This design comes from an exercise in tuning for small area and a short achievable clock period on the open sky130 flow, not from production work.
RTL that was checked went through simulation tests only; none was proved equivalent to the original.
For runs 1, 2 and 4, only the layout was checked, not whether the RTL still works.
Power is estimated from default activity; no workload was simulated.

<file path="design.v">
module axi_addr_mask (
    input      [2 : 0] i_size,
    input      [1 : 0] i_burst,
    input      [7 : 0] i_len,
    output             o_nf,
    output     [1 : 0] o_sz,
    output reg [7 : 0] o_mask
    );
    reg [7 : 0] wrap_mask;
    always @(*) begin
        wrap_mask = 8'd0;
        if (i_len == 1)       wrap_mask = (1 << (i_size + 1));
        else if (i_len == 3)  wrap_mask = (1 << (i_size + 2));
        else if (i_len == 7)  wrap_mask = (1 << (i_size + 3));
        else if (i_len == 15) wrap_mask = (1 << (i_size + 4));
        wrap_mask = wrap_mask - 1'b1;
    end
    always @(*) begin
        case (i_burst)
            2'b10:   o_mask = wrap_mask;
            2'b11:   o_mask = 8'h00;
            default: o_mask = 8'hff;
        endcase
    end
    assign o_nf = (i_burst != 2'b00);
    assign o_sz = i_size[1 : 0];
endmodule
module axi_addr (
    input      [7 : 0] i_last_addr,
    input              i_nf,
    input      [1 : 0] i_sz,
    input      [7 : 0] i_mask,
    output     [7 : 0] o_next_addr
    );
    wire [7 : 0] inc = !i_nf ? 8'd0 : i_sz[1] ? 8'd4 : i_sz[0] ? 8'd2 : 8'd1;
    reg  [7 : 0] sum;
    always @(*) begin
        sum = i_last_addr + inc;
        if (i_nf) begin
            case (i_sz)
                2'b00: sum        = sum;
                2'b01: sum[0]     = 1'b0;
                2'b10: sum[1 : 0] = 2'b0;
                2'b11: sum[2 : 0] = 3'b0;
            endcase
        end
    end
    assign o_next_addr = (i_last_addr & ~i_mask) | (sum & i_mask);
endmodule
module axi_slave #(
    parameter AXI_ID_WD   = 2,
    parameter AXI_DATA_WD = 32,
    parameter AXI_ADDR_WD = 32,
    parameter AXI_STRB_WD = 4
    )(
    input                      S_AXI_ACLK,
    input                      S_AXI_ARESETN,
    input  [AXI_ADDR_WD-1 : 0] S_AXI_AWADDR,
    input  [AXI_ID_WD-1   : 0] S_AXI_AWID,
    input  [1 : 0]             S_AXI_AWBURST,
    input  [2 : 0]             S_AXI_AWSIZE,
    input  [7 : 0]             S_AXI_AWLEN,
    input                      S_AXI_AWVALID,
    output                     S_AXI_AWREADY,
    input  [AXI_DATA_WD-1 : 0] S_AXI_WDATA,
    input  [AXI_STRB_WD-1 : 0] S_AXI_WSTRB,
    input                      S_AXI_WLAST,
    input                      S_AXI_WVALID,
    output                     S_AXI_WREADY,
    output [AXI_ID_WD-1   : 0] S_AXI_BID,
    output [1 : 0]             S_AXI_BRESP,
    output                     S_AXI_BVALID,
    input                      S_AXI_BREADY,
    input  [AXI_ADDR_WD-1 : 0] S_AXI_ARADDR,
    input  [AXI_ID_WD-1   : 0] S_AXI_ARID,
    input  [1 : 0]             S_AXI_ARBURST,
    input  [2 : 0]             S_AXI_ARSIZE,
    input  [7 : 0]             S_AXI_ARLEN,
    input                      S_AXI_ARVALID,
    output                     S_AXI_ARREADY,
    output [AXI_DATA_WD-1 : 0] S_AXI_RDATA,
    output                     S_AXI_RLAST,
    output [AXI_ID_WD-1   : 0] S_AXI_RID,
    output [1 : 0]             S_AXI_RRESP,
    output                     S_AXI_RVALID,
    input                      S_AXI_RREADY
    );
    localparam IW = AXI_ID_WD;
    reg            axi_awready;
    reg            axi_wready;
    reg [IW-1 : 0] axi_bid;
    reg            axi_bvalid;
    reg            bvalid_r;
    reg            axi_arready;
    reg [31 : 0]   axi_rdata;
    reg            axi_rlast;
    reg [IW-1 : 0] axi_rid;
    reg            axi_rvalid;
    reg [7 : 0]    cur_rlen;
    wire awfire = S_AXI_AWVALID && axi_awready;
    wire wfire  = S_AXI_WVALID  && axi_wready;
    wire arfire = S_AXI_ARVALID && axi_arready;
    wire rfire  = axi_rvalid    && S_AXI_RREADY;
    wire b_pend = axi_bvalid    && !S_AXI_BREADY;
    reg [7 : 0]    awaddr;
    reg [IW-1 : 0] awid;
    reg            aw_nf;
    reg [1 : 0]    aw_sz;
    reg [7 : 0]    aw_mask;
    wire           aw_nf_in;
    wire [1 : 0]   aw_sz_in;
    wire [7 : 0]   aw_mask_in;
    wire [7 : 0]   next_wr_addr;
    axi_addr_mask get_wr_mask (
        .i_size(S_AXI_AWSIZE),
        .i_burst(S_AXI_AWBURST),
        .i_len(S_AXI_AWLEN),
        .o_nf(aw_nf_in),
        .o_sz(aw_sz_in),
        .o_mask(aw_mask_in)
    );
    axi_addr get_next_wr_addr (
        .i_last_addr(awaddr),
        .i_nf(aw_nf),
        .i_sz(aw_sz),
        .i_mask(aw_mask),
        .o_next_addr(next_wr_addr)
    );
    always @(posedge S_AXI_ACLK) begin
        if (axi_awready) begin
            awaddr  <= S_AXI_AWADDR[7 : 0];
            awid    <= S_AXI_AWID;
            aw_nf   <= aw_nf_in;
            aw_sz   <= aw_sz_in;
            aw_mask <= aw_mask_in;
        end
        else if (wfire) begin
            awaddr <= next_wr_addr;
        end
    end
    always @(posedge S_AXI_ACLK) begin
        if (!S_AXI_ARESETN) begin
            axi_awready <= 1'b1;
            axi_wready  <= 1'b0;
        end
        else if (awfire) begin
            axi_awready <= 1'b0;
            axi_wready  <= 1'b1;
        end
        else if (wfire) begin
            axi_awready <= S_AXI_WLAST && !b_pend;
            axi_wready  <= !S_AXI_WLAST;
        end
        else if (!axi_awready) begin
            axi_awready <= !axi_wready && !b_pend;
        end
    end
    always @(posedge S_AXI_ACLK) begin
        if (!b_pend)
            axi_bid <= awid;
    end
    always @(posedge S_AXI_ACLK) begin
        if (!S_AXI_ARESETN)
            axi_bvalid <= 1'b0;
        else if (wfire && S_AXI_WLAST)
            axi_bvalid <= 1'b1;
        else if (S_AXI_BREADY)
            axi_bvalid <= bvalid_r;
    end
    always @(posedge S_AXI_ACLK) begin
        if (!S_AXI_ARESETN)
            bvalid_r <= 1'b0;
        else if (b_pend && wfire && S_AXI_WLAST)
            bvalid_r <= 1'b1;
        else if (S_AXI_BREADY)
            bvalid_r <= 1'b0;
    end
    assign S_AXI_AWREADY = axi_awready;
    assign S_AXI_WREADY  = axi_wready;
    assign S_AXI_BRESP   = 2'b00;
    assign S_AXI_BVALID  = axi_bvalid;
    assign S_AXI_BID     = axi_bid;
    reg [7 : 0]  araddr;
    reg [7 : 0]  rnext;
    reg          ar_nf;
    reg [1 : 0]  ar_sz;
    reg [7 : 0]  ar_mask;
    wire         ar_nf_in;
    wire [1 : 0] ar_sz_in;
    wire [7 : 0] ar_mask_in;
    wire [7 : 0] rnext_in;
    wire [7 : 0] rnext_nx;
    axi_addr_mask get_rd_mask (
        .i_size(S_AXI_ARSIZE),
        .i_burst(S_AXI_ARBURST),
        .i_len(S_AXI_ARLEN),
        .o_nf(ar_nf_in),
        .o_sz(ar_sz_in),
        .o_mask(ar_mask_in)
    );
    axi_addr get_next_rd_addr_in (
        .i_last_addr(S_AXI_ARADDR[7 : 0]),
        .i_nf(ar_nf_in),
        .i_sz(ar_sz_in),
        .i_mask(ar_mask_in),
        .o_next_addr(rnext_in)
    );
    axi_addr get_next_rd_addr (
        .i_last_addr(rnext),
        .i_nf(ar_nf),
        .i_sz(ar_sz),
        .i_mask(ar_mask),
        .o_next_addr(rnext_nx)
    );
    always @(posedge S_AXI_ACLK) begin
        if (arfire) begin
            ar_nf   <= ar_nf_in;
            ar_sz   <= ar_sz_in;
            ar_mask <= ar_mask_in;
            axi_rid <= S_AXI_ARID;
        end
    end
    always @(posedge S_AXI_ACLK) begin
        if (arfire) begin
            araddr <= S_AXI_ARADDR[7 : 0];
            rnext  <= rnext_in;
        end
        else if (rfire) begin
            araddr <= rnext;
            rnext  <= rnext_nx;
        end
    end
    always @(posedge S_AXI_ACLK) begin
        if (!S_AXI_ARESETN)
            cur_rlen <= 8'd0;
        else if (arfire)
            cur_rlen <= S_AXI_ARLEN;
        else if (rfire)
            cur_rlen <= cur_rlen - 1'b1;
    end
    always @(posedge S_AXI_ACLK) begin
        if (!S_AXI_ARESETN)
            axi_arready <= 1'b1;
        else if (arfire)
            axi_arready <= 1'b0;
        else if (rfire)
            axi_arready <= (cur_rlen == 8'd0);
    end
    always @(posedge S_AXI_ACLK) begin
        if (!S_AXI_ARESETN)
            axi_rvalid <= 1'b0;
        else if (arfire)
            axi_rvalid <= 1'b1;
        else if (rfire)
            axi_rvalid <= (cur_rlen != 8'd0);
    end
    always @(posedge S_AXI_ACLK) begin
        if (!S_AXI_ARESETN)
            axi_rlast <= 1'b0;
        else if (arfire)
            axi_rlast <= (S_AXI_ARLEN == 8'd0);
        else if (rfire)
            axi_rlast <= (cur_rlen == 8'd1);
    end
    wire [5 : 0] row_in  = S_AXI_ARADDR[7 : 2];
    wire [5 : 0] row_in1 = S_AXI_ARADDR[7 : 2] + 1'b1;
    wire [5 : 0] row_a   = araddr[7 : 2];
    wire [5 : 0] row_a1  = araddr[7 : 2] + 1'b1;
    wire [5 : 0] row_n   = rnext[7 : 2];
    wire [5 : 0] row_n1  = rnext[7 : 2] + 1'b1;
    wire [1 : 0] rsh = arfire ? S_AXI_ARADDR[1 : 0] : rfire ? rnext[1 : 0] : araddr[1 : 0];
    wire [31 : 0] bank_nx;
    genvar b, r, j;
    generate
        for (b = 0; b < 4; b = b + 1) begin : g_bank
            wire [1 : 0] wl   = b - awaddr[1 : 0];
            wire [5 : 0] wrow = awaddr[7 : 2] + (awaddr[1 : 0] > b);
            wire         wen  = wfire && S_AXI_WSTRB[wl];
            wire [7 : 0] wdat = S_AXI_WDATA[{wl, 3'b000} +: 8];
            wire [5 : 0] rrow = arfire ? ((S_AXI_ARADDR[1 : 0] > b) ? row_in1 : row_in)
                              : rfire  ? ((rnext[1 : 0] > b) ? row_n1 : row_n)
                                       : ((araddr[1 : 0] > b) ? row_a1 : row_a);
            wire [7 : 0] whi = 8'd1 << wrow[5 : 3];
            wire [7 : 0] wlo = 8'd1 << wrow[2 : 0];
            wire [7 : 0] rhi = 8'd1 << rrow[5 : 3];
            wire [7 : 0] rlo = 8'd1 << rrow[2 : 0];
            wire [63 : 0] rsel;
            wire [511 : 0] q;
            for (r = 0; r < 64; r = r + 1) begin : g_row
                reg [7 : 0] m;
                always @(posedge S_AXI_ACLK) begin
                    if (wen && whi[r / 8] && wlo[r % 8])
                        m <= wdat;
                end
                assign q[r*8 +: 8] = m;
                assign rsel[r] = rhi[r / 8] & rlo[r % 8];
            end
            wire [7 : 0] rd;
            for (j = 0; j < 8; j = j + 1) begin : g_bit
                wire [63 : 0] col;
                for (r = 0; r < 64; r = r + 1) begin : g_col
                    assign col[r] = q[r*8 + j];
                end
                mux64_oh u_mux (.d(col), .s(rsel), .y(rd[j]));
            end
            wire hit = wen && (wrow == rrow);
            assign bank_nx[b*8 +: 8] = hit ? wdat : rd;
        end
    endgenerate
    wire [63 : 0] bdup = {bank_nx, bank_nx};
    always @(posedge S_AXI_ACLK) begin
        axi_rdata <= bdup[{rsh, 3'b000} +: 32];
    end
    assign S_AXI_ARREADY = axi_arready;
    assign S_AXI_RVALID  = axi_rvalid;
    assign S_AXI_RDATA   = axi_rdata;
    assign S_AXI_RLAST   = axi_rlast;
    assign S_AXI_RID     = axi_rid;
    assign S_AXI_RRESP   = 2'b00;
endmodule
module mux64_oh (
    input  [63 : 0] d,
    input  [63 : 0] s,
    output          y
    );
    wire [21 : 0] g;
    genvar i;
    generate
        for (i = 0; i < 21; i = i + 1) begin : g_aoi
            aoi222 u (.a(d[3*i +: 3]), .s(s[3*i +: 3]), .y(g[i]));
        end
    endgenerate
    nand2_c u_l (.a(d[63]), .b(s[63]), .y(g[21]));
    wire [5 : 0] h;
    nand4_c u_h0 (.a(g[3 : 0]),   .y(h[0]));
    nand4_c u_h1 (.a(g[7 : 4]),   .y(h[1]));
    nand4_c u_h2 (.a(g[11 : 8]),  .y(h[2]));
    nand4_c u_h3 (.a(g[15 : 12]), .y(h[3]));
    nand4_c u_h4 (.a(g[19 : 16]), .y(h[4]));
    nand2_c u_h5 (.a(g[20]), .b(g[21]), .y(h[5]));
    wire [1 : 0] k;
    nor3_c u_k0 (.a(h[2 : 0]), .y(k[0]));
    nor3_c u_k1 (.a(h[5 : 3]), .y(k[1]));
    nand2_c u_y (.a(k[0]), .b(k[1]), .y(y));
endmodule
module aoi222 (
    input  [2 : 0] a,
    input  [2 : 0] s,
    output         y
    );
    assign y = !((a[0] & s[0]) | (a[1] & s[1]) | (a[2] & s[2]));
endmodule
module nand2_c (
    input  a,
    input  b,
    output y
    );
    assign y = !(a & b);
endmodule
module nand4_c (
    input  [3 : 0] a,
    output         y
    );
    assign y = !(&a);
endmodule
module nor3_c (
    input  [2 : 0] a,
    output         y
    );
    assign y = !(|a);
endmodule
</file>
<file path="run.sh">
#!/bin/bash
# synth_recipe.tcl (not shown) runs the flow's synth.tcl, then flattens the netlist and writes it again
# the make line also repeats each setting of config.mk as NAME=value (left out here)
make -C /OpenROAD-flow-scripts/flow DESIGN_CONFIG=/design/flow/config.mk WORK_HOME=/design/flow/orfs CLKGATE_MAP_FILE= SYNTH_SCRIPT=/design/flow/synth_recipe.tcl finish
</file>
<file path="config.mk">
export PLATFORM = sky130hd
export DESIGN_NAME = axi_slave
export DESIGN_NICKNAME = axi_slave
export VERILOG_FILES = /design/flow/design.v
export SDC_FILE = /design/flow/constraint.sdc
export NUM_CORES = 4
export LEC_CHECK = 0
export CAP_MARGIN = 20
export CELL_PAD_IN_SITES_DETAIL_PLACEMENT = 2
export CELL_PAD_IN_SITES_GLOBAL_PLACEMENT = 4
export CORE_MARGIN = 2
export CORE_UTILIZATION = 40
export PLACE_DENSITY = 0.6
export SETUP_SLACK_MARGIN = 5
export SLEW_MARGIN = 20
export SYNTH_HIERARCHICAL = 1
export SYNTH_MINIMUM_KEEP_SIZE = 0
</file>
<file path="constraint.sdc">
create_clock -name core_clock -period 10.0 [get_ports {S_AXI_ACLK}]
set_input_delay 2.0000 -clock core_clock [delete_from_list [all_inputs] [get_ports {S_AXI_ACLK}]]
set_output_delay 2.0000 -clock core_clock [all_outputs]
set_load 0.01 [all_outputs]
</file>
==> results of run 1 <==
[cell usage in the layout, fill, tap and decap left out, types with 17 or more instances in the layout]
master | netlist | layout
bufinv_16 | 0 | 23
nand4_1 | 211 | 211
buf_4 | 21 | 169
dfxtp_1 | 47 | 47
mux4_2 | 36 | 36
o22ai_1 | 20 | 17
inv_1 | 37 | 37
nand2_2 | 2 | 30
nor3_2 | 66 | 36
nor2_2 | 0 | 162
clkbuf_1 | 51 | 36
clkdlybuf4s50_1 | 0 | 120
o21ai_0 | 51 | 41
nor2_4 | 0 | 28
xor2_1 | 54 | 52
o211ai_1 | 24 | 24
o31ai_1 | 38 | 25
xnor2_1 | 28 | 28
nor2_1 | 634 | 444
nand2_8 | 0 | 17
and3_1 | 24 | 22
buf_6 | 6 | 17
nand3_1 | 86 | 73
and2_1 | 25 | 17
nor3_4 | 0 | 40
clkinv_2 | 0 | 52
clkbuf_16 | 0 | 226
edfxtp_1 | 2100 | 2100
ha_1 | 34 | 32
nand2_1 | 287 | 212
buf_12 | 0 | 27
clkinv_1 | 0 | 54
nor2b_1 | 22 | 20
nand2_4 | 2 | 32
a222oi_1 | 672 | 672
[power groups by stage]
stage / clock network (W) / registers [W] / logic, W
floorplan: 0 / 0.0108 / 0.00167
global placement: 0 / 0.0110 / 0.00349
detailed placement: 0 / 0.0110 / 0.00360
CTS: 0.00855 / 0.0108 / 0.00403
global route: 0.00883 / 0.0108 / 0.00437
finish: 0.00838 / 0.0108 / 0.00416
[area by class of cell]
class	count	area [µm²]	area share
Sequential cell	2147	64000	0.640
Inverter	39	171	0.00171
Antenna cell	2	5.00	0.0000500
Multi-Input combinational cell	2705	21400	0.214
Clock buffer	261	5770	0.0577
Timing Repair Buffer	350	3530	0.0353
Tap cell	2805	3510	0.0351
Clock inverter	163	1620	0.0162
Timing Repair inverter	3	26.3	0.000263
[layer usage]
layer	global-route usage	up-vias	wire length (µm)
met2	0.472	1709	150000
li1	-	22500	-
met4	0.0677	6	7460
met1	0.353	28300	118000
met3	0.0346	380	16200
met5	0	-	34
[per-stage QoR]
stage / hold WS (ns) / std cells / util
2_1_floorplan: 0.400 / 5012 / -
3_3_place_gp: 0.401 / 7897 / 0.424
3_5_place_dp: 0.407 / 7898 / 0.424
4_1_cts: 0.422 / 8421 / 0.472
5_1_grt: 0.437 / 8474 / 0.478
6_report: 0.426 / 8475 / 0.478
[how the worst max path moves through the flow]
stage,to,slack [ns],from
floorplan,axi_rdata[20],5.00,S_AXI_ARADDR[4]
global placement,axi_rdata[3],1.61,S_AXI_ARVALID
detailed placement,axi_rdata[21],1.63,S_AXI_RREADY
CTS,axi_rdata[19],4.91,S_AXI_ARADDR[3]
global route,axi_rdata[3],4.84,S_AXI_ARADDR[2]
finish,axi_rdata[8],4.82,S_AXI_ARADDR[5]
[Yosys stat by module, one instance, submodules excluded, excerpt]
| module | flops+latches | cells | times used |
|---|---|---|---|
| nand2_c | 0 | 1 | 96 |
| nand4_c | 0 | 1 | 160 |
| nor3_c | 0 | 1 | 64 |
| axi_slave | 2147 | 3693 | 1 |
| axi_addr | 0 | 36 | 3 |
| aoi222 | 0 | 1 | 672 |
| axi_addr_mask | 0 | 108 | 2 |
[repair_timing]
item / CTS / global route
gates cloned: 6 / 2
endpoints found under the setup margin: 68 / 40
resized for setup: 461 / 195
buffers inserted: 93 / 50
pin swaps: 187 / 159
[worst reg2reg max path: stages (launching register included)]
cell and delay, ns:
edfxtp_1 0.69, nand3_1 0.37, or4_1 0.65, a21oi_4 0.29
or3_4 0.24, nor2_4 0.05, nand3_4 0.19, nor2_4 0.11
a222oi_1 0.59, nand4_1 0.38, nor3_4 0.32, nand2_2 0.16
a311o_1 0.30, o2111a_2 0.16, mux2_4 0.27
[kinds of logic (layout without fill, tap and decap cells)]
kind of cell	count (synthesis)	in the layout	share of synthesized area
buf+inv	160	816	0.00936
other cells	1	6	0.0000447
simple gates	1522	1522	0.0904
xor+xnor	84	84	0.00895
compound gates	985	985	0.108
fa+ha+maj	37	37	0.00579
mux	73	73	0.0144
flops	2147	2147	0.763
[flip-flops by register name (all words and copies together) (netlist names), 2 cells and up]
register        cells
axi_bid             2
araddr              8
g_bank.g_row.m   2048
ar_mask             8
ar_sz               2
cur_rlen            8
awid                2
rnext               8
awaddr              8
aw_mask             8
axi_rid             2
axi_rdata          32
aw_sz               2
==> results.toml, run 1 <==
[timing]
setup_ws_ns = 4.82
tns_ns = 0
slew_headroom = 0.250
fmax_ghz = 0.193
period_minus_slack_ns = 5.18
finalSetupViolations = 0
worstMarginPinSlew_ns = 1.12
clock_skew_ns = 0.0507
hold_viol_final = 0
rsz0062_at_grt = "true"
fin_crit_sh = 0.518
maxSlewViolCount = 0

[floorplan]
start_util = 0.401
core-area_um2 = 209000
die_w_um = 462
fp.dieH_um = 462
dieArea_um2 = 213000
io_pins = 184
num_rows = 168

[outcome]
status = "no timing/DRC/antenna violations"

[worst_hold_path]
hold_class = "flop to flop"
hp-start = "awid[0]"
min_to = "axi_bid[0]"
hold_path_depth = 0

[pwr]
finalPower_w = 0.0233
switching_power_w = 0.00684
clkPwrFrac = 0.360
pwr-share-comb = 0.178
seqPwrFrac = 0.462
power.internal_w = 0.0165
powerDensity_nw_per_um2 = 233
ir_worst_vdd_v = 0.000195
leakagePower_nw = 31.3
p_sw_frac = 0.294

[detailed_routing]
wl_um = 292000
dr.pass1.iters = 10
num_vias = 52900
routedWlPerCell_um = 34.4
drc = 0
drt_iter0_drc = 6377
drt-vias-per-instance = 6.24
ant_nets = 0

[worst_setup_path]
reg2reg_to = "axi_rdata[21]"
start_kind = "input pin"
worstSetupPathType = "input pin to flop"
arrival_ns = 5.90
crit_top_cell = "nand3_4"
path_depth = 16
worstPathMaxFanout = 7
critPathCaptureType = "flop"
r2r_slack_ns = 5.12
worstReg2RegStart = "araddr[4]"
path_delay_family = "simple AND/OR/NAND/NOR gates"
cp_slowest_cell = "a222oi_1"
cp_cell_sequence = "clkdlybuf4s15_1, buf_6, nand2_4, or4_4, nand3_4, nand3_4, and2_4, nand2b_4, nor2_4, a222oi_1, nand4_1, nor3_4, nand2_2, nand2b_1, o221ai_1, o22ai_1"
worstPathRequired_ns = 10.72
max_stage_delay_ns = 0.58
crit_buf_inv = 2
r2r_cells = 14

[synthesis]
synthArstFlopShare = 0
syn_inst = 5009
syn-mean-instance-area_um2 = 16.8
synth_edf_count = 2100
synth_most_common_cell = "edfxtp_1"
synth_seq_area_share = 0.763
syn-cell-area_um2 = 83900
synth_cell_types = 92
yosysTopAreaCell = "edfxtp_1"
ys_warn_count = 9
synth_commonest_cells = "2,100 x edfxtp_1, 672 x a222oi_1, 634 x nor2_1"
synth_flop_cell = "edfxtp_1"
post-synth-top-area-fraction = 0.752
synth.area.top_cells = "edfxtp_1 75%, a222oi_1 8.0%, nor2_1 2.8%"
ys_ff_latch = 2147

[global_routing]
grt_max_degree = 68
grt_use_total = 0.269
grt_pass1_wl_um = 413000
antenna_found_initial = 9
grt_pass1_vias = 55500
grt-ovfl-total = 0

[clocking]
cts_tree = "done"
cts_hold_buf = 0
clk_pin_slew_ns = 0.06
cts-root-buf = "clkbuf_16"
clock_path_buffers = 3
cts.sinks = 2147
numCtsBuffers = 225
clk_latency_ns = 0.89
cts_htree_levels = 4

[place]
preCtsSetupSlack_ns = 1.63
postPlaceCellArea_um2 = 88700
io_buffers = 131
place.gp.congestion = 0.781
hpwl_um = 186000

[job]
cap_violations = 0

[final_layout]
nets = 5646
syn_to_final_growth_pct = 19.2
drive_gt1_frac = 0.196
n_fill_cell = 19100
final_cell_area_um2 = 100000
==> run 2: changes to the inputs <==
--- a/config.mk
+++ b/config.mk
@@ -11,7 +11,6 @@
 export CORE_MARGIN = 2
 export CORE_UTILIZATION = 40
 export PLACE_DENSITY = 0.6
-export SETUP_SLACK_MARGIN = 5
 export SLEW_MARGIN = 20
 export SYNTH_HIERARCHICAL = 1
 export SYNTH_MINIMUM_KEEP_SIZE = 0
==> results.toml, run 2 <==
[clocking]
cts_tree = "done"
clk_pin_slew_ns = 0.06
cts_hold_buf = 0
cts.sinks = 2147
clk_latency_ns = 0.87
post_cts_buffers = 0
numCtsBuffers = 223
cts_htree_levels = 4
cts-root-buf = "clkbuf_16"
cts_resized = 0
clock_path_buffers = 3

[timing]
clock_skew_ns = 0.0627
maxSlewViolCount = 0
fin_crit_sh = 0.772
fmax_ghz = 0.129
worstMarginPinSlew_ns = 1.12
hold_viol_final = 0
period_minus_slack_ns = 7.72
slew_headroom = 0.251
rsz0062_at_grt = "false"
hold_slack_ns = 0.425
finalSetupViolations = 0
tns_ns = 0

[final_layout]
drive_gt1_frac = 0.101
n_fill_cell = 19500
nets = 5492
mostFrequentLayoutCells = "2,100 x edfxtp_1, 672 x a222oi_1, 634 x nor2_1"
reg_top3 = "g_bank.g_row.m x2048, axi_rdata x32"
regMostFlops = "g_bank.g_row.m"
syn_to_final_growth_pct = 14.1
layout_commonest_cell = "edfxtp_1"
final_cell_area_um2 = 95800
largest_reg_flops = 2048

[detailed_routing]
wl_um = 287000
drt_iter0_drc = 6370
ant_nets = 0
drc = 0
routedWlPerCell_um = 34.6
num_vias = 51500
drt-vias-per-instance = 6.20
dr.pass1.iters = 14

[worst_setup_path]
reg2reg_to = "axi_rdata[5]"
cp_cell_sequence = "clkdlybuf4s50_1, nand2_2, inv_2, nor2_1, buf_4, a221oi_1, nor2_1, nand2_1, nor2_1, a222oi_1, nand4_1, nor3_2, nand2_1, nor2_1, o31ai_1, o211a_1, mux2_2"
start_kind = "input pin"
arrival_ns = 8.46
crit_buf_inv = 3
cp_slowest_cell = "a221oi_1"
crit_top_cell = "nor2_1"
r2r_cells = 16
worstReg2RegStart = "axi_arready"
max_stage_delay_ns = 0.88
worstPathRequired_ns = 10.74
critPathCaptureType = "flop"
worstSetupPathType = "input pin to flop"
path_delay_family = "simple AND/OR/NAND/NOR gates"
r2r_slack_ns = 3.47
worstPathMaxFanout = 29

[place]
postPlaceCellArea_um2 = 88700
hpwl_um = 186000
place.gp.congestion = 0.796
io_buffers = 131

[synthesis]
synth.area.top_cells = "edfxtp_1 75%, a222oi_1 8.0%, nor2_1 2.8%"
syn-mean-instance-area_um2 = 16.8
synth_edf_count = 2100
syn-cell-area_um2 = 83900
synth_seq_area_share = 0.763
synth_cell_types = 92
synthArstFlopShare = 0
yosysTopAreaCell = "edfxtp_1"
synth_commonest_cells = "2,100 x edfxtp_1, 672 x a222oi_1, 634 x nor2_1"
ys_warn_count = 9
post-synth-top-area-fraction = 0.752
synth_flop_cell = "edfxtp_1"
syn_inst = 5009
synth_most_common_cell = "edfxtp_1"
ys_ff_latch = 2147

[global_routing]
grt_max_degree = 68
grt_pass1_wl_um = 407000
grt_use_total = 0.266
antenna_found_initial = 11
grt_pass1_vias = 54700
grt-ovfl-total = 0

[floorplan]
num_rows = 168
fp.dieH_um = 462
io_pins = 184
die_w_um = 462
start_util = 0.401
core-area_um2 = 209000
dieArea_um2 = 213000

[pwr]
powerDensity_nw_per_um2 = 235
leakagePower_nw = 29.6
ir_worst_vdd_v = 0.000182

[outcome]
status = "no timing/DRC/antenna violations"

[job]
cap_violations = 0

[worst_hold_path]
min_to = "axi_bid[1]"
hp-start = "awid[1]"
hold_path_depth = 0
hold_class = "flop to flop"
run 2: changes by cell type in the layout (fill, tap and decap cells not counted), moves of 28 or more:
cell / change
nor2_1: +190
nand2_2: -28
nand2_1: +75
nor3_4: -40
nor2_4: -28
nand2_4: -30
nor2_2: -162
nor3_2: +30
buf_4: -99
run 2: cell type report:
class,count,area (µm²),area share
clock inverter,137,1290,0.0135
antenna,3,7.51,0.0000784
sequential,2147,64000,0.668
clock buffer,272,5820,0.0607
tap,2805,3510,0.0366
inverter,39,151,0.00158
timing repair buffer,201,1840,0.0192
multi-input combinational,2705,19200,0.200
run 2: worst max-delay path by stage:
| stage | startpoint | to | slack, ns | depth (start not counted) |
|---|---|---|---|---|
| 2_1_floorplan | S_AXI_ARVALID | axi_rdata[19] | 4.83 | 18 |
| 3_3_place_gp | S_AXI_ARVALID | axi_rdata[1] | 1.44 | 17 |
| 3_5_place_dp | S_AXI_ARVALID | axi_rdata[5] | 1.34 | 17 |
| 4_1_cts | S_AXI_ARVALID | axi_rdata[5] | 2.20 | 17 |
| 5_1_grt | S_AXI_ARVALID | axi_rdata[5] | 2.01 | 17 |
| 6_report | S_AXI_ARVALID | axi_rdata[5] | 2.28 | 17 |
run 2: report_power, final:
group,internal (W),total (W),switching [W]
sequential,0.0106,0.0107,0.000173
combinational,0.000843,0.00360,0.00276
clock,0.00462,0.00817,0.00355
total,0.0160,0.0225,0.00648
run 2: through the flow:
step	instances	util	power, W	setup slack, ns
floorplan	5012	-	0.0125	4.83
CTS	8306	0.458	0.0227	2.20
global placement	7897	0.424	0.0145	1.44
detailed placement	7897	0.424	0.0146	1.34
finish	8309	0.458	0.0225	2.28
global route	8308	0.458	0.0231	2.01
run 2: metal layers:
layer | global-route usage | routed length [µm] | vias to the layer above
met5 | 0 | 46 | -
li1 | - | - | 22200
met3 | 0.0334 | 12800 | 341
met1 | 0.346 | 119000 | 27500
met4 | 0.0657 | 6910 | 8
met2 | 0.469 | 148000 | 1483
run 2: logic make-up after synthesis:
group | Yosys count | synth area share
adder cells (fa/ha/maj) | 37 | 0.00579
multiplexers | 73 | 0.0144
XOR/XNOR | 84 | 0.00895
other | 1 | 0.0000447
buffers and inverters | 160 | 0.00936
flip-flops | 2147 | 0.763
AND/OR/NAND/NOR | 1522 | 0.0904
AO/OA/AOI/OAI | 985 | 0.108
run 2: per-module statistics from Yosys (local to each module, per instance), a selection:
module         flops+latches  cell area, µm²  copies in the design
axi_addr_mask              0             781                     2
axi_slave               2147           72800                     1
axi_addr                   0             275                     3
nand2_c                    0            3.75                    96
nand4_c                    0            6.26                   160
aoi222                     0            10.0                   672
nor3_c                     0            10.0                    64
==> run 3: changes to the inputs <==
--- a/design.v
+++ b/design.v
@@ -6,21 +6,13 @@
     output     [1 : 0] o_sz,
     output reg [7 : 0] o_mask
     );
-    reg [7 : 0] wrap_mask;
+    wire len_ok = (i_len[7 : 4] == 4'd0) && i_len[0] &&
+                  (i_len[1] || !i_len[2]) && (i_len[2] || !i_len[3]);
+    wire [3 : 0] p = i_size + i_len[0] + i_len[1] + i_len[2] + i_len[3];
+    integer i;
     always @(*) begin
-        wrap_mask = 8'd0;
-        if (i_len == 1)       wrap_mask = (1 << (i_size + 1));
-        else if (i_len == 3)  wrap_mask = (1 << (i_size + 2));
-        else if (i_len == 7)  wrap_mask = (1 << (i_size + 3));
-        else if (i_len == 15) wrap_mask = (1 << (i_size + 4));
-        wrap_mask = wrap_mask - 1'b1;
-    end
-    always @(*) begin
-        case (i_burst)
-            2'b10:   o_mask = wrap_mask;
-            2'b11:   o_mask = 8'h00;
-            default: o_mask = 8'hff;
-        endcase
+        for (i = 0; i < 8; i = i + 1)
+            o_mask[i] = (i_burst == 2'b10) ? (!len_ok || p > i) : !i_burst[0] ? 1'b1 : !i_burst[1];
     end
     assign o_nf = (i_burst != 2'b00);
     assign o_sz = i_size[1 : 0];
@@ -213,7 +205,7 @@
         .o_next_addr(rnext_nx)
     );
     always @(posedge S_AXI_ACLK) begin
-        if (arfire) begin
+        if (axi_arready) begin
             ar_nf   <= ar_nf_in;
             ar_sz   <= ar_sz_in;
             ar_mask <= ar_mask_in;
@@ -221,11 +213,11 @@
         end
     end
     always @(posedge S_AXI_ACLK) begin
-        if (arfire) begin
+        if (axi_arready) begin
             araddr <= S_AXI_ARADDR[7 : 0];
             rnext  <= rnext_in;
         end
-        else if (rfire) begin
+        else if (S_AXI_RREADY) begin
             araddr <= rnext;
             rnext  <= rnext_nx;
         end
@@ -233,7 +225,7 @@
     always @(posedge S_AXI_ACLK) begin
         if (!S_AXI_ARESETN)
             cur_rlen <= 8'd0;
-        else if (arfire)
+        else if (axi_arready)
             cur_rlen <= S_AXI_ARLEN;
         else if (rfire)
             cur_rlen <= cur_rlen - 1'b1;
@@ -257,7 +249,7 @@
     always @(posedge S_AXI_ACLK) begin
         if (!S_AXI_ARESETN)
             axi_rlast <= 1'b0;
-        else if (arfire)
+        else if (axi_arready)
             axi_rlast <= (S_AXI_ARLEN == 8'd0);
         else if (rfire)
             axi_rlast <= (cur_rlen == 8'd1);
@@ -268,7 +260,7 @@
     wire [5 : 0] row_a1  = araddr[7 : 2] + 1'b1;
     wire [5 : 0] row_n   = rnext[7 : 2];
     wire [5 : 0] row_n1  = rnext[7 : 2] + 1'b1;
-    wire [1 : 0] rsh = arfire ? S_AXI_ARADDR[1 : 0] : rfire ? rnext[1 : 0] : araddr[1 : 0];
+    wire [1 : 0] rsh = axi_arready ? S_AXI_ARADDR[1 : 0] : S_AXI_RREADY ? rnext[1 : 0] : araddr[1 : 0];
     wire [31 : 0] bank_nx;
     genvar b, r, j;
     generate
@@ -277,8 +269,8 @@
             wire [5 : 0] wrow = awaddr[7 : 2] + (awaddr[1 : 0] > b);
             wire         wen  = wfire && S_AXI_WSTRB[wl];
             wire [7 : 0] wdat = S_AXI_WDATA[{wl, 3'b000} +: 8];
-            wire [5 : 0] rrow = arfire ? ((S_AXI_ARADDR[1 : 0] > b) ? row_in1 : row_in)
-                              : rfire  ? ((rnext[1 : 0] > b) ? row_n1 : row_n)
+            wire [5 : 0] rrow = axi_arready  ? ((S_AXI_ARADDR[1 : 0] > b) ? row_in1 : row_in)
+                              : S_AXI_RREADY ? ((rnext[1 : 0] > b) ? row_n1 : row_n)
                                        : ((araddr[1 : 0] > b) ? row_a1 : row_a);
             wire [7 : 0] whi = 8'd1 << wrow[5 : 3];
             wire [7 : 0] wlo = 8'd1 << wrow[2 : 0];
--- a/config.mk
+++ b/config.mk
@@ -11,6 +11,7 @@
 export CORE_MARGIN = 2
 export CORE_UTILIZATION = 40
 export PLACE_DENSITY = 0.6
+export SETUP_SLACK_MARGIN = 5
 export SLEW_MARGIN = 20
 export SYNTH_HIERARCHICAL = 1
 export SYNTH_MINIMUM_KEEP_SIZE = 0
==> results.toml, run 3 <==
[final_layout]
multi_input_area_um2 = 20000
regMostFlops = "g_bank.g_row.m"
final_cell_area_um2 = 98300
n_fill_cell = 18700
layout_commonest_cell = "edfxtp_1"
regArea_um2 = 64000
syn_to_final_growth_pct = 19.1
drive_gt1_frac = 0.197
largest_reg_flops = 2048
mostFrequentLayoutCells = "2,100 x edfxtp_1, 674 x a222oi_1, 409 x nor2_1"
reg_top3 = "g_bank.g_row.m x2048, axi_rdata x32"
nets = 5432

[timing]
period_minus_slack_ns = 5.38
hold_viol_final = 0
fmax_ghz = 0.186
rsz0062_at_grt = "true"
maxSlewViolCount = 0
clock_skew_ns = 0.0555
fin_crit_sh = 0.538
tns_ns = 0
setup_ws_ns = 4.62
slew_headroom = 0.216
finalSetupViolations = 0
worstMarginPinSlew_ns = 1.17

[synthesis]
synth_edf_count = 2100
synth_cell_types = 81
synth_most_common_cell = "edfxtp_1"
synth_flop_cell = "edfxtp_1"
post-synth-top-area-fraction = 0.764
synthArstFlopShare = 0
ys_ff_latch = 2147
synth_commonest_cells = "2,100 x edfxtp_1, 674 x a222oi_1, 575 x nor2_1"
syn-mean-instance-area_um2 = 17.3
synth.area.top_cells = "edfxtp_1 76%, a222oi_1 8.2%, nor2_1 2.6%"
yosysTopAreaCell = "edfxtp_1"
ys_warn_count = 9
syn-cell-area_um2 = 82500
synth_seq_area_share = 0.775
syn_inst = 4764

[global_routing]
grt_max_degree = 78
grt_pass1_vias = 53700
grt-ovfl-total = 0
grt_use_total = 0.268
antenna_found_initial = 8
grt_pass1_wl_um = 404000

[detailed_routing]
wl_um = 288000
routedWlPerCell_um = 35.3
dr.pass1.iters = 13
drt-vias-per-instance = 6.23
ant_nets = 0
drc = 0
num_vias = 50700
drt_iter0_drc = 6575

[worst_setup_path]
critPathCaptureType = "flop"
cp_cell_sequence = "buf_8, buf_12, nand3_4, nor3_4, mux2i_2, a211oi_4, buf_12, buf_6, or3b_4, nor2_4, a222oi_1, nand4_1, nor3_4, nand2_2, o31a_1, o311a_1, a221o_1"
arrival_ns = 6.10
worstPathMaxFanout = 5
cp_slowest_cell = "a222oi_1"
start_kind = "input pin"
max_stage_delay_ns = 0.57
worstSetupPathType = "input pin to flop"
worstPathRequired_ns = 10.72

[clocking]
numCtsBuffers = 224
cts_tree = "done"
cts.sinks = 2147
clk_latency_ns = 0.86
cts_hold_buf = 0
cts-root-buf = "clkbuf_16"
clk_pin_slew_ns = 0.06
cts_htree_levels = 4
clock_path_buffers = 3

[floorplan]
num_rows = 166
core-area_um2 = 205000
fp.dieH_um = 458
dieArea_um2 = 210000
start_util = 0.403
die_w_um = 458
io_pins = 184

[outcome]
status = "no timing/DRC/antenna violations"

[job]
cap_violations = 0

[place]
io_buffers = 131
hpwl_um = 185000
preCtsSetupSlack_ns = 1.86
place.gp.congestion = 0.790
postPlaceCellArea_um2 = 87300

[pwr]
leakagePower_nw = 30.6
ir_worst_vdd_v = 0.000183
powerDensity_nw_per_um2 = 233

[worst_hold_path]
hold_class = "flop to flop"
==> run 3: worst paths after layout <==
check	start	to	slack [ns]	cells past startpoint
setup / recovery	S_AXI_ARADDR[2]	axi_rdata[29]	4.62	17
hold / removal	awid[1]	axi_bid[1]	0.43	0
setup reg to reg	rnext[4]	axi_rdata[29]	4.70	15
hold reg to reg	awid[1]	axi_bid[1]	0.43	0
==> run 3: metal layers <==
| metal | up-vias | part of all wire | GRT usage |
|---|---|---|---|
| met2 | 1578 | 0.51 | 0.471 |
| li1 | 21600 | - | - |
| met3 | 331 | 0.045 | 0.0295 |
| met4 | 0 | 0.028 | 0.0760 |
| met5 | - | 0 | 0 |
| met1 | 27200 | 0.41 | 0.352 |
==> run 3: modules after synthesis (local to each module, per instance), a selection <==
module         flops+latches  copies in the design  cells  area (µm²)
aoi222                     0                   672      1        10.0
axi_addr                   0                     3     36         275
axi_addr_mask              0                     2     36         273
axi_slave               2147                     1   3592       72400
nand2_c                    0                    96      1        3.75
nand4_c                    0                   160      1        6.26
nor3_c                     0                    64      1        10.0
==> run 3: final cells by class <==
cell class | count | share of cell area
Multi-Input combinational cell | 2461 | 0.204
Timing Repair Buffer | 368 | 0.0369
Sequential cell | 2147 | 0.651
Antenna cell | 7 | 0.000178
Inverter | 59 | 0.00238
Clock inverter | 122 | 0.0103
Tap cell | 2688 | 0.0342
Clock buffer | 291 | 0.0608
==> run 3: stage by stage <==
step                      hold slack, ns  total power (W)  utilization  instances
after global placement             0.402           0.0144        0.426       7551
after CTS                          0.430           0.0229        0.475       8079
after floorplan                    0.400           0.0124            -       4767
after detailed placement           0.416           0.0145        0.426       7551
after global routing               0.439           0.0235        0.480       8139
final                              0.432           0.0229        0.480       8143
==> run 3: critical path: cells and delay by family <==
kind | cells | cell delay [ns]
AND/OR/NAND/NOR | 7 | 1.84
multiplexers | 1 | 0.30
AO/OA/AOI/OAI | 5 | 1.46
buffers and inverters | 4 | 0.47
==> run 3: power breakdown <==
part | switching [W] | internal, W | total, W
Clock | 0.00355 | 0.00449 | 0.00803
Sequential | 0.000183 | 0.0106 | 0.0108
Combinational | 0.00296 | 0.00116 | 0.00413
Total | 0.00669 | 0.0162 | 0.0229
==> run 3: cells by family (layout without fill, tap and decap cells) <==
| group | after synthesis | in the layout | share of synthesized area |
|---|---|---|---|
| flip-flops | 2147 | 2147 | 0.775 |
| AND/OR/NAND/NOR | 1282 | 1282 | 0.0758 |
| AO/OA/AOI/OAI | 952 | 952 | 0.107 |
| buffers and inverters | 159 | 840 | 0.00896 |
| multiplexers | 114 | 114 | 0.0192 |
| XOR/XNOR | 76 | 76 | 0.00806 |
| adder cells (fa/ha/maj) | 33 | 33 | 0.00582 |
| other | 1 | 11 | 0.0000454 |
==> run 3: timing repair <==
item                       4_1_cts  5_1_grt
pin swaps                      207      111
setup endpoints to repair       32       32
setup buffers                  113       55
cloned                           2        0
gates resized for setup        514      139
==> run 4: changes to the inputs <==
--- a/design.v
+++ b/design.v
@@ -254,28 +254,34 @@
         else if (rfire)
             axi_rlast <= (cur_rlen == 8'd1);
     end
-    wire [5 : 0] row_in  = S_AXI_ARADDR[7 : 2];
-    wire [5 : 0] row_in1 = S_AXI_ARADDR[7 : 2] + 1'b1;
-    wire [5 : 0] row_a   = araddr[7 : 2];
-    wire [5 : 0] row_a1  = araddr[7 : 2] + 1'b1;
-    wire [5 : 0] row_n   = rnext[7 : 2];
-    wire [5 : 0] row_n1  = rnext[7 : 2] + 1'b1;
-    wire [1 : 0] rsh = axi_arready ? S_AXI_ARADDR[1 : 0] : S_AXI_RREADY ? rnext[1 : 0] : araddr[1 : 0];
-    wire [31 : 0] bank_nx;
-    genvar b, r, j;
+    wire [3 : 0] sh_in, sh_a, sh_n;
+    wire [3 : 0] sh = axi_arready ? sh_in : S_AXI_RREADY ? sh_n : sh_a;
+    assign sh_in = 4'd1 << S_AXI_ARADDR[1 : 0];
+    assign sh_a  = 4'd1 << araddr[1 : 0];
+    assign sh_n  = 4'd1 << rnext[1 : 0];
+    wire [31 : 0] rd_all;
+    wire [3 : 0]  hit;
+    wire [31 : 0] wdat_all;
+    wire [31 : 0] i_hi, i_lo;
+    row_dec u_idec (.a(S_AXI_ARADDR[7 : 0]), .hi(i_hi), .lo(i_lo));
+    wire [23 : 0] w_rows, a_rows, n_rows;
+    bank_rows u_wrows (.a(awaddr), .rows(w_rows));
+    bank_rows u_arows (.a(araddr), .rows(a_rows));
+    bank_rows u_nrows (.a(rnext),  .rows(n_rows));
+    genvar b, r, j, i;
     generate
         for (b = 0; b < 4; b = b + 1) begin : g_bank
             wire [1 : 0] wl   = b - awaddr[1 : 0];
-            wire [5 : 0] wrow = awaddr[7 : 2] + (awaddr[1 : 0] > b);
             wire         wen  = wfire && S_AXI_WSTRB[wl];
             wire [7 : 0] wdat = S_AXI_WDATA[{wl, 3'b000} +: 8];
-            wire [5 : 0] rrow = axi_arready  ? ((S_AXI_ARADDR[1 : 0] > b) ? row_in1 : row_in)
-                              : S_AXI_RREADY ? ((rnext[1 : 0] > b) ? row_n1 : row_n)
-                                       : ((araddr[1 : 0] > b) ? row_a1 : row_a);
-            wire [7 : 0] whi = 8'd1 << wrow[5 : 3];
-            wire [7 : 0] wlo = 8'd1 << wrow[2 : 0];
-            wire [7 : 0] rhi = 8'd1 << rrow[5 : 3];
-            wire [7 : 0] rlo = 8'd1 << rrow[2 : 0];
+            wire [5 : 0] wrow  = w_rows[b*6 +: 6];
+            wire [5 : 0] irow  = S_AXI_RREADY ? n_rows[b*6 +: 6] : a_rows[b*6 +: 6];
+            wire [7 : 0] whi   = 8'd1 << wrow[5 : 3];
+            wire [7 : 0] wlo   = 8'd1 << wrow[2 : 0];
+            wire [7 : 0] hi_r  = 8'd1 << irow[5 : 3];
+            wire [7 : 0] lo_r  = 8'd1 << irow[2 : 0];
+            wire [7 : 0] rhi = axi_arready ? i_hi[b*8 +: 8] : hi_r;
+            wire [7 : 0] rlo = axi_arready ? i_lo[b*8 +: 8] : lo_r;
             wire [63 : 0] rsel;
             wire [511 : 0] q;
             for (r = 0; r < 64; r = r + 1) begin : g_row
@@ -287,22 +293,34 @@
                 assign q[r*8 +: 8] = m;
                 assign rsel[r] = rhi[r / 8] & rlo[r % 8];
             end
-            wire [7 : 0] rd;
             for (j = 0; j < 8; j = j + 1) begin : g_bit
                 wire [63 : 0] col;
                 for (r = 0; r < 64; r = r + 1) begin : g_col
                     assign col[r] = q[r*8 + j];
                 end
-                mux64_oh u_mux (.d(col), .s(rsel), .y(rd[j]));
+                mux64_oh u_mux (.d(col), .s(rsel), .y(rd_all[b*8 + j]));
+            end
+            assign hit[b] = wen && (|(whi & rhi)) && (|(wlo & rlo));
+            assign wdat_all[b*8 +: 8] = wdat;
+        end
+        for (i = 0; i < 4; i = i + 1) begin : g_lane
+            wire [3 : 0] rot;
+            for (b = 0; b < 4; b = b + 1) begin : g_rot
+                assign rot[b] = sh[(b - i) & 3];
+            end
+            wire [3 : 0] gm = rot & ~hit;
+            wire [3 : 0] gw = rot & hit;
+            for (j = 0; j < 8; j = j + 1) begin : g_bit
+                wire wb = |(gw & {wdat_all[24 + j], wdat_all[16 + j], wdat_all[8 + j], wdat_all[j]});
+                wire y;
+                lane_sel u_sel (.g(gm), .d({rd_all[24 + j], rd_all[16 + j], rd_all[8 + j], rd_all[j]}),
+                                .wb_n(!wb), .y(y));
+                always @(posedge S_AXI_ACLK) begin
+                    axi_rdata[i*8 + j] <= y;
+                end
             end
-            wire hit = wen && (wrow == rrow);
-            assign bank_nx[b*8 +: 8] = hit ? wdat : rd;
         end
     endgenerate
-    wire [63 : 0] bdup = {bank_nx, bank_nx};
-    always @(posedge S_AXI_ACLK) begin
-        axi_rdata <= bdup[{rsh, 3'b000} +: 32];
-    end
     assign S_AXI_ARREADY = axi_arready;
     assign S_AXI_RVALID  = axi_rvalid;
     assign S_AXI_RDATA   = axi_rdata;
@@ -310,6 +328,60 @@
     assign S_AXI_RID     = axi_rid;
     assign S_AXI_RRESP   = 2'b00;
 endmodule
+module row_dec (
+    input  [7 : 0]  a,
+    output [31 : 0] hi,
+    output [31 : 0] lo
+    );
+    wire [7 : 0] lo0 = 8'd1 << a[4 : 2];
+    wire [7 : 0] hi0 = 8'd1 << a[7 : 5];
+    wire [7 : 0] lo1 = {lo0[6 : 0], lo0[7]};
+    wire [7 : 0] hi1 = {hi0[6 : 0], hi0[7]};
+    genvar b;
+    generate
+        for (b = 0; b < 4; b = b + 1) begin : g_b
+            wire c     = (a[1 : 0] > b);
+            wire carry = c && lo0[7];
+            assign lo[b*8 +: 8] = c     ? lo1 : lo0;
+            assign hi[b*8 +: 8] = carry ? hi1 : hi0;
+        end
+    endgenerate
+endmodule
+module bank_rows (
+    input  [7 : 0]  a,
+    output [23 : 0] rows
+    );
+    genvar b;
+    generate
+        for (b = 0; b < 4; b = b + 1) begin : g_b
+            assign rows[b*6 +: 6] = a[7 : 2] + (a[1 : 0] > b);
+        end
+    endgenerate
+endmodule
+module lane_sel (
+    input  [3 : 0] g,
+    input  [3 : 0] d,
+    input          wb_n,
+    output         y
+    );
+    wire n0, n1;
+    aoi22 u0 (.a(d[1 : 0]), .s(g[1 : 0]), .y(n0));
+    aoi22 u1 (.a(d[3 : 2]), .s(g[3 : 2]), .y(n1));
+    nand3_c u2 (.a({n0, n1, wb_n}), .y(y));
+endmodule
+module aoi22 (
+    input  [1 : 0] a,
+    input  [1 : 0] s,
+    output         y
+    );
+    assign y = !((a[0] & s[0]) | (a[1] & s[1]));
+endmodule
+module nand3_c (
+    input  [2 : 0] a,
+    output         y
+    );
+    assign y = !(&a);
+endmodule
 module mux64_oh (
     input  [63 : 0] d,
     input  [63 : 0] s,
==> flow/run.sh (new file) <==
#!/bin/bash
set -euo pipefail
bash standard.sh SETUP_SLACK_MARGIN=6.5 finish > flow_make.log 2>&1
==> standard.sh (new file) <==
#!/bin/bash
# synth_recipe.tcl (not shown) runs the flow's synth.tcl, then flattens the netlist and writes it again
# the make line also repeats each setting of config.mk as NAME=value (left out here)
make -C /OpenROAD-flow-scripts/flow DESIGN_CONFIG=/design/flow/config.mk WORK_HOME=/design/flow/orfs CLKGATE_MAP_FILE= SYNTH_SCRIPT=/design/flow/synth_recipe.tcl "${@:-finish}"
removed: run.sh
==> results.toml, run 4 <==
[timing]
fin_crit_sh = 0.461
maxSlewViolCount = 0
period_minus_slack_ns = 4.61
clock_skew_ns = 0.0657
fmax_ghz = 0.217
finalSetupViolations = 0
slew_headroom = 0.0907
hold_viol_final = 0
worstMarginPinSlew_ns = 1.36
rsz0062_at_grt = "true"
tns_ns = 0
setup_ws_ns = 5.39

[global_routing]
grt_pass1_vias = 58100
antenna_found_initial = 13
grt_max_degree = 112
gr-usage-met3 = 0.0324
grtUsageMet1 = 0.387
grt.busiest_layer = "met2"
grtUsageMet2 = 0.486
grt_pass1_wl_um = 441000
grt-ovfl-total = 0
grt_use_total = 0.283

[worst_setup_path]
start_kind = "input pin"
reg2reg_to = "axi_rdata[21]"
worstSetupPathType = "input pin to flop"
cp_cell_sequence = "buf_12, buf_12, o2111ai_4, xor2_2, buf_4, nor2_4, a22oi_2, buf_6, nor2_2, a222oi_1, nand4_1, nor3_4, nand2_4, a22oi_2, nand3_2"
r2r_slack_ns = 5.52
worstPathMaxFanout = 8
critPathCaptureType = "flop"
max_stage_delay_ns = 0.57
cp_slowest_cell = "a222oi_1"
worstReg2RegStart = "rnext[1]"
crit_buf_inv = 4
worstPathRequired_ns = 10.68
arrival_ns = 5.29
path_delay_family = "compound AO/OA/AOI/OAI gates"
r2r_cells = 17

[detailed_routing]
drc = 0
drt-vias-per-instance = 6.27
wl_um = 310000
drt_iter0_drc = 7399
ant_nets = 0
num_vias = 55100
routedWlPerCell_um = 35.3
dr.pass1.iters = 10

[synthesis]
synth_cell_types = 107
syn-mean-instance-area_um2 = 16.6
synth_edf_count = 2100
syn-cell-area_um2 = 84800
ys_ff_latch = 2147
synth_flop_cell = "edfxtp_1"
ys_warn_count = 9
synth_most_common_cell = "edfxtp_1"
syn_inst = 5120
synthArstFlopShare = 0
yosysTopAreaCell = "edfxtp_1"
synth_seq_area_share = 0.755
synth_commonest_cells = "2,100 x edfxtp_1, 672 x a222oi_1, 606 x nor2_1"
synth.area.top_cells = "edfxtp_1 74%, a222oi_1 7.9%, nor2_1 2.7%"
post-synth-top-area-fraction = 0.743

[clocking]
clk_latency_ns = 0.87
cts_tree = "done"
cts_hold_buf = 0
clk_pin_slew_ns = 0.06
cts.sinks = 2147
numCtsBuffers = 223
cts-root-buf = "clkbuf_16"
clock_path_buffers = 3
cts_htree_levels = 4

[pwr]
leakagePower_nw = 32.8
ir_worst_vdd_v = 0.000191
powerDensity_nw_per_um2 = 216

[place]
io_buffers = 131
preCtsSetupSlack_ns = 2.23
dp_cells = 8051
postPlaceCellArea_um2 = 91000
place.gp.congestion = 0.800
hpwl_um = 195000

[floorplan]
fp.dieH_um = 464
io_pins = 184
num_rows = 169
dieArea_um2 = 216000
core-area_um2 = 211000
start_util = 0.401
die_w_um = 464

[final_layout]
syn_to_final_growth_pct = 24.0
layout_commonest_cell = "edfxtp_1"
regMostFlops = "g_bank.g_row.m"
final_cell_area_um2 = 105000
instances_no_fill = 8788
largest_reg_flops = 2048
nets = 5955
drive_gt1_frac = 0.294
mostFrequentLayoutCells = "2,100 x edfxtp_1, 672 x a222oi_1, 278 x nor2_4"
reg_top3 = "g_bank.g_row.m x2048, axi_rdata x32"
n_fill_cell = 19100
fin_util = 0.497

[worst_hold_path]
hold_path_depth = 0
hold_class = "flop to flop"
hp-start = "awid[1]"
min_to = "axi_bid[1]"

[job]
cap_violations = 0

[outcome]
status = "no timing/DRC/antenna violations"
run 4: cell types whose count changed after synthesis, sizes merged, moves of 19 or more:
cell    before  now
a22oi        0  115
buf         56   87
inv         57   91
mux4        32    8
nand3       59  106
nand3b       8   27
nor2       575  608
o21ai       50   71
o22ai        4   31
o32ai        0   22
run 4: cell families (layout without fill, tap and decap cells):
family / Yosys count / after routing / share of synthesized area
DFF: 2147 / 2147 / 0.755
and+or+nand+nor: 1397 / 1397 / 0.0816
AOI/OAI and AO/OA: 1095 / 1097 / 0.119
buffers and inverters: 235 / 1072 / 0.0134
muxes: 118 / 118 / 0.0159
xor gates and xnor gates: 87 / 87 / 0.00898
adders and majority gates: 40 / 40 / 0.00670
other: 1 / 9 / 0.0000442
run 4: worst max-delay path by stage:
stage | from | endpoint | cells after the start
detailed placement | S_AXI_ARADDR[7] | axi_rdata[21] | 14
floorplan | S_AXI_RREADY | axi_rdata[24] | 13
global placement | S_AXI_ARADDR[7] | axi_rdata[21] | 14
finish | S_AXI_ARADDR[1] | axi_rdata[21] | 15
CTS | S_AXI_ARADDR[1] | axi_rdata[21] | 14
global route | S_AXI_ARADDR[1] | axi_rdata[21] | 14
run 4: through the flow:
stage	total power (W)	hold WS [ns]
floorplan	0.0125	0.400
global placement	0.0142	0.400
detailed placement	0.0143	0.413
CTS	0.0228	0.434
global route	0.0233	0.449
finish	0.0227	0.432
run 4: final cells by class:
| class | count | area (µm²) | area share |
|---|---|---|---|
| diodes | 5 | 12.5 | 0.000119 |
| repair buffers | 565 | 6000 | 0.0570 |
| clock buffers | 284 | 5890 | 0.0560 |
| inverters | 97 | 429 | 0.00408 |
| clock inverters | 126 | 938 | 0.00892 |
| well taps | 2821 | 3530 | 0.0336 |
| multi-input cells | 2743 | 24200 | 0.231 |
| flip-flops and latches | 2147 | 64100 | 0.610 |
run 4: layer usage:
layer	share of wire	vias up	wire, µm
li1	-	23300	-
met1	0.42	29500	130000
met2	0.50	1903	157000
met3	0.054	377	16600
met4	0.022	0	6750
met5	0	-	0
run 4: timing repair:
item | in CTS | in global routing
buffers inserted | 259 | 49
hold endpoints to repair | 0 | 0
pin swaps | 349 | 138
endpoints found under the setup margin | 2415 | 1409
gates cloned | 11 | 1
gates resized for setup | 1094 | 120
run 4: power breakdown:
group | switching, W | internal (W) | total [W] | leakage [nW]
logic | 0.00300 | 0.00111 | 0.00411 | 10.2
clock network | 0.00357 | 0.00436 | 0.00792 | 3.33
registers | 0.000183 | 0.0105 | 0.0107 | 19.3
total | 0.00675 | 0.0160 | 0.0227 | 32.8
run 4: worst reg2reg max path: stages (launching register included):
cell	delay [ns]
edfxtp_1	0.36
buf_4	0.20
or2_2	0.32
ha_2	0.21
ha_1	0.21
nand3_1	0.13
xnor2_2	0.21
o22ai_1	0.27
a22oi_2	0.19
buf_6	0.21
buf_6	0.18
nor2_4	0.06
a222oi_1	0.46
nand4_1	0.39
nor3_4	0.36
nand2_4	0.21
a22oi_2	0.23
nand3_2	0.12
run 4: per-module statistics from Yosys (local to each module, per instance), excerpt:
module,times used,cell area [µm²],flip-flops and latches,cells
nand3_c,32,5.00,0,1
row_dec,1,793,0,133
axi_addr,3,275,0,36
axi_addr_mask,2,273,0,36
aoi22,64,12.5,0,1
bank_rows,3,313,0,39
nand2_c,96,3.75,0,1
aoi222,672,10.0,0,1
nand4_c,160,6.26,0,1
axi_slave,1,72000,2147,3602
nor3_c,64,10.0,0,1
==> run 5: changes to the inputs <==
--- a/design.v
+++ b/design.v
@@ -282,7 +282,6 @@
             wire [7 : 0] lo_r  = 8'd1 << irow[2 : 0];
             wire [7 : 0] rhi = axi_arready ? i_hi[b*8 +: 8] : hi_r;
             wire [7 : 0] rlo = axi_arready ? i_lo[b*8 +: 8] : lo_r;
-            wire [63 : 0] rsel;
             wire [511 : 0] q;
             for (r = 0; r < 64; r = r + 1) begin : g_row
                 reg [7 : 0] m;
@@ -291,14 +290,13 @@
                         m <= wdat;
                 end
                 assign q[r*8 +: 8] = m;
-                assign rsel[r] = rhi[r / 8] & rlo[r % 8];
             end
             for (j = 0; j < 8; j = j + 1) begin : g_bit
                 wire [63 : 0] col;
                 for (r = 0; r < 64; r = r + 1) begin : g_col
                     assign col[r] = q[r*8 + j];
                 end
-                mux64_oh u_mux (.d(col), .s(rsel), .y(rd_all[b*8 + j]));
+                mux64_oh u_mux (.d(col), .hi(rhi), .lo(rlo), .y(rd_all[b*8 + j]));
             end
             assign hit[b] = wen && (|(whi & rhi)) && (|(wlo & rlo));
             assign wdat_all[b*8 +: 8] = wdat;
@@ -364,72 +362,27 @@
     input          wb_n,
     output         y
     );
-    wire n0, n1;
-    aoi22 u0 (.a(d[1 : 0]), .s(g[1 : 0]), .y(n0));
-    aoi22 u1 (.a(d[3 : 2]), .s(g[3 : 2]), .y(n1));
-    nand3_c u2 (.a({n0, n1, wb_n}), .y(y));
-endmodule
-module aoi22 (
-    input  [1 : 0] a,
-    input  [1 : 0] s,
-    output         y
-    );
-    assign y = !((a[0] & s[0]) | (a[1] & s[1]));
-endmodule
-module nand3_c (
-    input  [2 : 0] a,
-    output         y
-    );
-    assign y = !(&a);
+    assign y = (|(g & d)) | !wb_n;
 endmodule
 module mux64_oh (
     input  [63 : 0] d,
-    input  [63 : 0] s,
+    input  [7 : 0]  hi,
+    input  [7 : 0]  lo,
     output          y
     );
-    wire [21 : 0] g;
+    wire [7 : 0] g;
     genvar i;
     generate
-        for (i = 0; i < 21; i = i + 1) begin : g_aoi
-            aoi222 u (.a(d[3*i +: 3]), .s(s[3*i +: 3]), .y(g[i]));
+        for (i = 0; i < 8; i = i + 1) begin : g_grp
+            mux8_oh u (.d(d[8*i +: 8]), .s(lo), .y(g[i]));
         end
     endgenerate
-    nand2_c u_l (.a(d[63]), .b(s[63]), .y(g[21]));
-    wire [5 : 0] h;
-    nand4_c u_h0 (.a(g[3 : 0]),   .y(h[0]));
-    nand4_c u_h1 (.a(g[7 : 4]),   .y(h[1]));
-    nand4_c u_h2 (.a(g[11 : 8]),  .y(h[2]));
-    nand4_c u_h3 (.a(g[15 : 12]), .y(h[3]));
-    nand4_c u_h4 (.a(g[19 : 16]), .y(h[4]));
-    nand2_c u_h5 (.a(g[20]), .b(g[21]), .y(h[5]));
-    wire [1 : 0] k;
-    nor3_c u_k0 (.a(h[2 : 0]), .y(k[0]));
-    nor3_c u_k1 (.a(h[5 : 3]), .y(k[1]));
-    nand2_c u_y (.a(k[0]), .b(k[1]), .y(y));
-endmodule
-module aoi222 (
-    input  [2 : 0] a,
-    input  [2 : 0] s,
-    output         y
-    );
-    assign y = !((a[0] & s[0]) | (a[1] & s[1]) | (a[2] & s[2]));
-endmodule
-module nand2_c (
-    input  a,
-    input  b,
-    output y
-    );
-    assign y = !(a & b);
-endmodule
-module nand4_c (
-    input  [3 : 0] a,
-    output         y
-    );
-    assign y = !(&a);
+    mux8_oh u_hi (.d(g), .s(hi), .y(y));
 endmodule
-module nor3_c (
-    input  [2 : 0] a,
+module mux8_oh (
+    input  [7 : 0] d,
+    input  [7 : 0] s,
     output         y
     );
-    assign y = !(|a);
+    assign y = |(d & s);
 endmodule
--- a/config.mk
+++ b/config.mk
@@ -15,3 +15,4 @@
 export SLEW_MARGIN = 20
 export SYNTH_HIERARCHICAL = 1
 export SYNTH_MINIMUM_KEEP_SIZE = 0
+export TNS_END_PERCENT = 20
==> results.toml, run 5 <==
[global_routing]
grt_max_degree = 69
grt-ovfl-total = 0
grt_pass1_wl_um = 465000
grt_pass1_vias = 59900
grt_use_total = 0.300
antenna_found_initial = 3

[final_layout]
nets = 6222
syn_to_final_growth_pct = 26.4
layout_commonest_cell = "edfxtp_1"
regArea_um2 = 64000
regMostFlops = "g_bank.g_row.m"
mostFrequentLayoutCells = "2,100 x edfxtp_1, 912 x a22oi_1, 304 x nand4_1"
largest_reg_flops = 2048
n_fill_cell = 19000
reg_top3 = "g_bank.g_row.m x2048, axi_rdata x32"
drive_gt1_frac = 0.270
multi_input_area_um2 = 25400

[detailed_routing]
drt_iter0_drc = 5591
wl_met1_um = 138000
ant_nets = 0
dr.pass1.iters = 8
routedWlPerCell_um = 37.9
drt-vias-per-instance = 6.33
met2_length_um = 172000
wl_met3_um = 18800
num_vias = 57400
highest_layer = "met4"
wl_um = 343000
drc = 0

[synthesis]
syn-cell-area_um2 = 85400
synth_commonest_cells = "2,100 x edfxtp_1, 1,155 x a22oi_1, 352 x nor2_1"
yosysTopAreaCell = "edfxtp_1"
synth_xor_area_frac = 0.00851
ys_warn_count = 9
synth_most_common_cell = "edfxtp_1"
post-synth-top-area-fraction = 0.739
synth_flop_cell = "edfxtp_1"
synthMuxAreaShare = 0.0145
ys_ff_latch = 2147
synth_cell_types = 97
synth_seq_area_share = 0.750
synth_top_family_by_area = "compound AO/OA/AOI/OAI gates"
synth-compound-area-share = 0.136
synthArstFlopShare = 0
synthSimpleGateAreaFrac = 0.0719
syn_inst = 5341
synth.area.top_cells = "edfxtp_1 74%, a22oi_1 10%, nand4_1 2.2%"
synthAdderAreaFrac = 0.00665
synth_edf_count = 2100
syn-mean-instance-area_um2 = 16.0

[worst_setup_path]
critPathCaptureType = "flop"
crit_buf_inv = 6
max_stage_delay_ns = 0.40
arrival_ns = 5.12
cp_cell_sequence = "buf_16, nand3b_1, buf_4, o21ai_4, nand2_2, o31ai_4, buf_12, buf_4, buf_16, a22oi_2, nand4_1, a22oi_2, nand4_1, buf_6, a222oi_1, nand3_2"
path_delay_family = "compound AO/OA/AOI/OAI gates"
worstPathMaxFanout = 14
cp_slowest_cell = "a222oi_1"
worstPathRequired_ns = 10.72
worstSetupPathType = "input pin to flop"
start_kind = "input pin"
r2r_slack_ns = 5.67

[timing]
finalSetupViolations = 0
fmax_ghz = 0.227
rsz0062_at_grt = "true"
maxSlewViolCount = 0
period_minus_slack_ns = 4.40
hold_slack_ns = 0.419
clock_skew_ns = 0.0366
worstMarginPinSlew_ns = 1.25
tns_ns = 0
hold_viol_final = 0
slew_headroom = 0.168
fin_crit_sh = 0.440

[pwr]
switching_power_w = 0.00746
seqPwrFrac = 0.437
powerDensity_nw_per_um2 = 224
pwr-share-comb = 0.219
ir_worst_vdd_v = 0.000201
leakagePower_nw = 33.2
clkPwrFrac = 0.344
power.internal_w = 0.0167
p_sw_frac = 0.309

[floorplan]
fp.dieH_um = 466
start_util = 0.403
dieArea_um2 = 217000
io_pins = 184
num_rows = 169
core-area_um2 = 212000
die_w_um = 466

[worst_hold_path]
hold_class = "flop to flop"

[place]
place.gp.congestion = 0.820
hpwl_um = 188000
io_buffers = 131

[clocking]
cts_htree_levels = 4
clk_latency_ns = 0.88
cts.sinks = 2147
clk_pin_slew_ns = 0.06
cts-root-buf = "clkbuf_16"
cts_hold_buf = 0
clock_path_buffers = 3
cts_tree = "done"
numCtsBuffers = 225

[job]
cap_violations = 0

[outcome]
status = "no timing/DRC/antenna violations"
-- run 5: cell count changes after synthesis, sizes merged, moves of 13 or more --
cell / change
nor3: -66
a222oi: -640
nand4: +138
nor2: -254
mux2i: -13
or3b: +14
inv: -13
a22o: +41
a22oi: +1040
nand2: -26
-- run 5: modules after synthesis (local to each module, per instance), a selection --
module,cells,flops+latches
lane_sel,3,0
axi_slave,3375,2147
mux8_oh,5,0
bank_rows,39,0
axi_addr_mask,36,0
row_dec,133,0
-- run 5: layer usage --
metal / GRT usage / up-vias
li1: - / 23900
met1: 0.393 / 30900
met2: 0.515 / 2040
met3: 0.0360 / 557
met4: 0.103 / 0
met5: 0 / -
-- run 5: timing repair --
| action | 4_1_cts | 5_1_grt |
|---|---|---|
| setup endpoints to repair | 2239 | 2401 |
| resized for setup | 1022 | 342 |
| gates cloned | 45 | 23 |
| setup buffers | 202 | 99 |
| pin swaps | 235 | 181 |
-- run 5: cell type report --
class,instances,area share
multi-input combinational,2986,0.235
inverter,82,0.00320
timing repair buffer,602,0.0705
antenna,5,0.000116
sequential,2147,0.593
clock buffer,291,0.0555
clock inverter,125,0.0100
tap,2821,0.0327
-- run 5: final timing paths --
| kind | cells after the start | endpoint | from |
|---|---|---|---|
| min reg2reg | 0 | axi_bid[0] | awid[0] |
| max reg2reg | 18 | axi_rdata[2] | rnext[1] |
| min | 0 | axi_bid[0] | awid[0] |
| max | 16 | axi_rdata[2] | S_AXI_ARADDR[3] |
-- run 5: power groups by stage --
stage / clock network (W) / registers (W) / logic, W
after floorplan: 0 / 0.0108 / 0.00195
after global placement: 0 / 0.0108 / 0.00390
after detailed placement: 0 / 0.0108 / 0.00402
after CTS: 0.00832 / 0.0106 / 0.00491
after global routing: 0.00870 / 0.0106 / 0.00548
final: 0.00830 / 0.0106 / 0.00530
-- run 5: cells by family after synthesis --
logic type,Yosys count
fa+ha+maj,40
mux,105
buf+inv,224
xor+xnor,83
compound gates,1548
other cells,1
simple gates,1193
flops,2147
-- run 5: per-stage QoR --
| stage | setup WS [ns] | utilization | total power, W | area (µm²) | std cells |
|---|---|---|---|---|---|
| global route | 5.57 | 0.509 | 0.0248 | 108000 | 9055 |
| CTS | 5.80 | 0.494 | 0.0238 | 105000 | 8930 |
| finish | 5.60 | 0.509 | 0.0242 | 108000 | 9059 |
| detailed placement | 2.59 | 0.427 | 0.0148 | 90700 | 8267 |
| floorplan | 5.17 | - | 0.0127 | 85700 | 5344 |
| global placement | 2.64 | 0.427 | 0.0147 | 90700 | 8267 |
-- run 5: worst register-to-register path, stage by stage, from the launching register on --
cell	delay [ns]
edfxtp_1	0.40
buf_6	0.16
buf_4	0.15
and2_1	0.13
ha_2	0.20
ha_4	0.17
xor2_2	0.15
mux2i_4	0.28
a211oi_2	0.08
a21o_2	0.27
buf_12	0.16
bufbuf_16	0.31
a22oi_2	0.18
nand4_1	0.20
a22oi_2	0.39
nand4_1	0.18
buf_6	0.19
a222oi_1	0.40
nand3_2	0.19

## afterwards: timing with drivers on the ports
How much do the figures lean on ideal ports? The routed layouts below were timed once more, with nothing changed but the port constraints.
Step 1 assumes that a clkbuf_16 drives the clock port and a buf_2 every other input.
Step 2 also shifts input and output timing later by t, the mid clock arrival at the registers, as if the neighbouring blocks saw the same clock.
Three values: ideal ports, drivers, drivers and shift; two values: the first two.
run | t, ns | setup slack, ns
run 1 | 0.945 | 4.817 / 4.795 / 3.850
run 2 | 0.930 | 2.277 / 2.187 / 1.257
run 3 | 0.945 | 4.619 / 4.660 / 3.715
run 4 | 0.942 | 5.393 / 5.312 / 4.371
run 5 | 0.970 | 5.601 / 5.415 / 4.445
After both steps every run listed still meets setup and hold.
